Context: an optimization exercise on an open-source flow, tuned for small area and a short achievable clock period. The choices shown serve that exercise and are no tape-out recipe. In this exercise RTL edits were held to simulation tests only and were not proved equivalent to the original. Power is estimated from default activity; no workload was simulated.

Setup of run R:
==> module lab9, before the edit <==
module lab9(input clk,
            input reset,
            input give_valid,
            input [13:0]Intake,
            output [13:0]UpPrime,
            output [13:0]LowPrime,
            output out_valid);
localparam INIT = 2'd0, STEP = 2'd1, TEST = 2'd2, DIV = 2'd3;
reg        busy;        
reg        done;
reg        dir;         
reg [1:0]  phase;
reg [13:0] up;
reg [13:0] dn;
reg [1:0]  m3;          
reg [2:0]  k;           
reg [4:0]  idx;         
reg [6:0]  r;           
reg        qf;          
assign out_valid = done;
assign UpPrime   = up;
assign LowPrime  = dn;
wire [223:0] ptab = {{10{7'd30}},
                     7'd30, 7'd38, 7'd44, 7'd48, 7'd54, 7'd56, 7'd60, 7'd66,
                     7'd68, 7'd74, 7'd80, 7'd84, 7'd86, 7'd90, 7'd96, 7'd98,
                     7'd104, 7'd108, 7'd110, 7'd114, 7'd116, 7'd120, 7'd122};
wire [6:0] pn = ptab[idx * 7 +: 7];    
wire [13:0] c = dir ? dn : up;
reg [1:0] pair;
always @(*) begin
    case (k)
        3'd0: pair = c[1:0];
        3'd1: pair = c[3:2];
        3'd2: pair = c[5:4];
        3'd3: pair = c[7:6];
        3'd4: pair = c[9:8];
        3'd5: pair = c[11:10];
        default: pair = c[13:12];
    endcase
end
function [8:0] subp(input [7:0] a, input [6:0] bn);  
    integer i;
    reg cy;
    reg [7:0] b;
    reg [7:0] d;
    begin
        b  = {1'b1, bn};
        cy = 1'b1;
        for (i = 0; i < 8; i = i + 1) begin
            d[i] = a[i] ^ b[i] ^ cy;
            cy   = (a[i] & b[i]) | ((a[i] ^ b[i]) & cy);
        end
        subp = {cy, d};
    end
endfunction
wire [8:0] t   = {r, pair};
wire [8:0] s1  = subp(t[8:1], pn);
wire       ge2 = s1[8];
wire [7:0] t1  = ge2 ? {s1[6:0], t[0]} : t[7:0];
wire [8:0] s2  = subp(t1, pn);
wire       ge1 = s2[8];
wire [6:0] rn  = ge1 ? s2[6:0] : t1[6:0];
wire k0        = (k == 3'd0);
wire last_div  = (idx == 5'd22);
wire composite = (rn == 7'd0) & (qf | ge2);
wire reject = ~c[0] | ((m3 == 2'd0) & (|c[13:2]));
wire advance = (phase == STEP) | ((phase == TEST) & reject) |
               ((phase == DIV) & k0 & composite);
wire found   = (phase == DIV) & k0 & ~composite & last_div;
wire [1:0] m3_step = dir ? ((m3 == 2'd0) ? 2'd2 : m3 - 2'd1)
                         : ((m3 == 2'd2) ? 2'd0 : m3 + 2'd1);
wire [2:0] m3_sum  = {1'b0, m3} + {1'b0, pair};
wire [1:0] m3_pass = (m3_sum >= 3'd3) ? m3_sum[1:0] - 2'd3 : m3_sum[1:0];
wire adv_up = advance & ~dir;
wire adv_dn = advance & dir;
reg [13:0] up_inc, dn_dec;
integer j;
reg cu, cd;
always @(*) begin
    cu = adv_up;
    cd = adv_dn;
    for (j = 0; j < 14; j = j + 1) begin
        up_inc[j] = up[j] ^ cu;
        cu        = cu & up[j];
        dn_dec[j] = dn[j] ^ cd;
        cd        = cd & ~dn[j];
    end
end
always @(posedge clk or posedge reset) begin
    if (reset) begin
        busy <= 1'b0;
        done <= 1'b0;
    end else if (give_valid) begin
        busy <= 1'b1;
        done <= 1'b0;
    end else if (busy & found & dir) begin
        busy <= 1'b0;
        done <= 1'b1;
    end
end
always @(posedge clk) begin
    up <= give_valid ? Intake : up_inc;
    dn <= give_valid ? Intake : dn_dec;
end
always @(posedge clk) begin
    if (give_valid) begin
        dir   <= 1'b0;
        phase <= INIT;
        k     <= 3'd6;
        m3    <= 2'd0;
    end else begin
        case (phase)
            INIT: begin
                m3 <= m3_pass;
                k  <= k - 3'd1;
                if (k0) phase <= STEP;
            end
            STEP: begin
                m3    <= m3_step;
                phase <= TEST;
            end
            TEST: begin
                if (reject) begin
                    m3 <= m3_step;
                end else begin
                    phase <= DIV;
                    k     <= 3'd5;
                end
            end
            default: begin  
                if (!k0) begin
                    k <= k - 3'd1;
                end else if (composite) begin
                    m3    <= m3_step;
                    phase <= TEST;
                end else if (last_div) begin
                    dir   <= 1'b1;
                    phase <= INIT;
                    k     <= 3'd6;
                    m3    <= 2'd0;
                end else begin
                    k <= 3'd5;
                end
            end
        endcase
    end
end
always @(posedge clk) begin
    if (phase != DIV) begin
        idx <= 5'd0;
        qf  <= 1'b0;
        r   <= {5'd0, c[13:12]};
    end else if (!k0) begin
        r  <= rn;
        qf <= qf | ge1 | ge2;
    end else begin
        idx <= idx + 5'd1;
        qf  <= 1'b0;
        r   <= {5'd0, c[13:12]};
    end
end
endmodule
export LEC_CHECK = 0
export CAP_MARGIN = 20
export CORE_MARGIN = 2
export CORE_UTILIZATION = 70
export PLACE_DENSITY = 0.8
export SLEW_MARGIN = 20
create_clock -name core_clock -period 120.0 [get_ports {clk}]
standard.sh (not shown) runs the stock make flow with config.mk's settings and CLKGATE_MAP_FILE= SYNTH_SCRIPT=/design/flow/synth_recipe.tcl, a recipe that flattens the netlist after the stock synthesis.
==> flow/flow/run.sh <==
#!/bin/bash
# Layout flow: the standard ORFS flow (standard synthesis unchanged), with
#  - port buffers of a small plain buffer cell instead of the default delay cell,
#  - clock tree synthesis without dummy load cells, using small clock buffers.
# The ORFS output goes to flow.log; each ORFS step keeps its own log under orfs/logs.
set -uo pipefail
export BUFFER_PORTS_ARGS="-buffer_cell sky130_fd_sc_hd__buf_1"
export CTS_ARGS="-sink_clustering_enable -repair_clock_nets -dont_use_dummy_load -buf_list sky130_fd_sc_hd__clkbuf_8"
bash standard.sh > flow.log 2>&1
Input-level comparison between run E and run R:
-- flow/design.v --
<<< run R, line 62
wire [6:0] rn  = ge1 ? s2[6:0] : t1[6:0];
wire k0        = (k == 3'd0);
wire last_div  = (idx == 5'd22);
wire composite = (rn == 7'd0) & (qf | ge2);
>>> run E, line 62
wire [6:0] rn  = ge1 ? s2[6:0] : t1[6:0];
wire k0        = (k == 3'd0);
reg [2:0] k_dec;      
always @(*) begin
    case (k)
        3'd7: k_dec = 3'd6;
        3'd6: k_dec = 3'd5;
        3'd5: k_dec = 3'd4;
        3'd4: k_dec = 3'd3;
        3'd3: k_dec = 3'd2;
        3'd2: k_dec = 3'd1;
        3'd1: k_dec = 3'd0;
        default: k_dec = 3'd7;
    endcase
end
wire last_div  = (idx == 5'd22);
wire composite = (rn == 7'd0) & (qf | ge2);
<<< run R, line 68
               ((phase == DIV) & k0 & composite);
wire found   = (phase == DIV) & k0 & ~composite & last_div;
wire [1:0] m3_step = dir ? ((m3 == 2'd0) ? 2'd2 : m3 - 2'd1)
                         : ((m3 == 2'd2) ? 2'd0 : m3 + 2'd1);
wire [2:0] m3_sum  = {1'b0, m3} + {1'b0, pair};
wire [1:0] m3_pass = (m3_sum >= 3'd3) ? m3_sum[1:0] - 2'd3 : m3_sum[1:0];
wire adv_up = advance & ~dir;
wire adv_dn = advance & dir;
>>> run E, line 81
               ((phase == DIV) & k0 & composite);
wire found   = (phase == DIV) & k0 & ~composite & last_div;
wire [1:0] m3_inc  = {m3[0], ~m3[1] & ~m3[0]};
wire [1:0] m3_dec  = {~m3[1] & ~m3[0], m3[1]};
wire [1:0] m3_step = dir ? m3_dec : m3_inc;
wire [1:0] m3_pass = (pair == 2'd1) ? m3_inc : (pair == 2'd2) ? m3_dec : m3;
wire adv_up = advance & ~dir;
wire adv_dn = advance & dir;
<<< run R, line 113
            INIT: begin
                m3 <= m3_pass;
                k  <= k - 3'd1;
                if (k0) phase <= STEP;
            end
>>> run E, line 126
            INIT: begin
                m3 <= m3_pass;
                k  <= k_dec;
                if (k0) phase <= STEP;
            end
<<< run R, line 130
            default: begin  
                if (!k0) begin
                    k <= k - 3'd1;
                end else if (composite) begin
                    m3    <= m3_step;
>>> run E, line 143
            default: begin  
                if (!k0) begin
                    k <= k_dec;
                end else if (composite) begin
                    m3    <= m3_step;
[summary]
Changes observed in run E relative to run R: routed wire length saw an increase, leakage component of the power saw a decrease, count of unique library cells instantiated by Yosys saw an increase, final weighted congestion of routability-driven global placement saw little to no change, share of total power in combinational logic saw a decrease. Register-to-register slack, run E and run R, higher one = run R. LowPrime[13] as the endpoint of the worst setup timing path was reported by run E, and k[0] by run R. Power in run E is about 17% below run R. Run R → run E: final design area excluding fillers dropped 31 µm²; average wire per standard cell increased 2.1%; highest clock frequency the design can meet essentially unchanged; core utilization neither gained nor lost much.

## what the ideal ports hide
The flow's constraints put no driver on any port. The routed layouts listed below were extracted and timed again, unchanged, in two steps. Step 1 assumes that a clkbuf_16 drives the clock port and a buf_2 every other input. Step 2 adds t to the input delays and takes it off the output delays; t is the mean of the earliest and latest rising clock arrival at the registers after step 1. Input paths then give back, and output paths get back, about the clock's delay inside the block. a / b / c = no drivers / after step 1 / after step 2; a / b = the first two.
run | shift t [ns] | setup WS [ns] | worst data-port slew with drivers (ns)
run R | 0.331 | 95.049 / 95.054 / 94.728 | 0.03
run E | 0.326 | 95.067 / 95.039 / 94.821 | 0.03
After both steps setup and hold are still met in every run listed. The setup slack of run R, which loses most, moves by +0.005 ns with the drivers and by -0.321 ns with both steps.
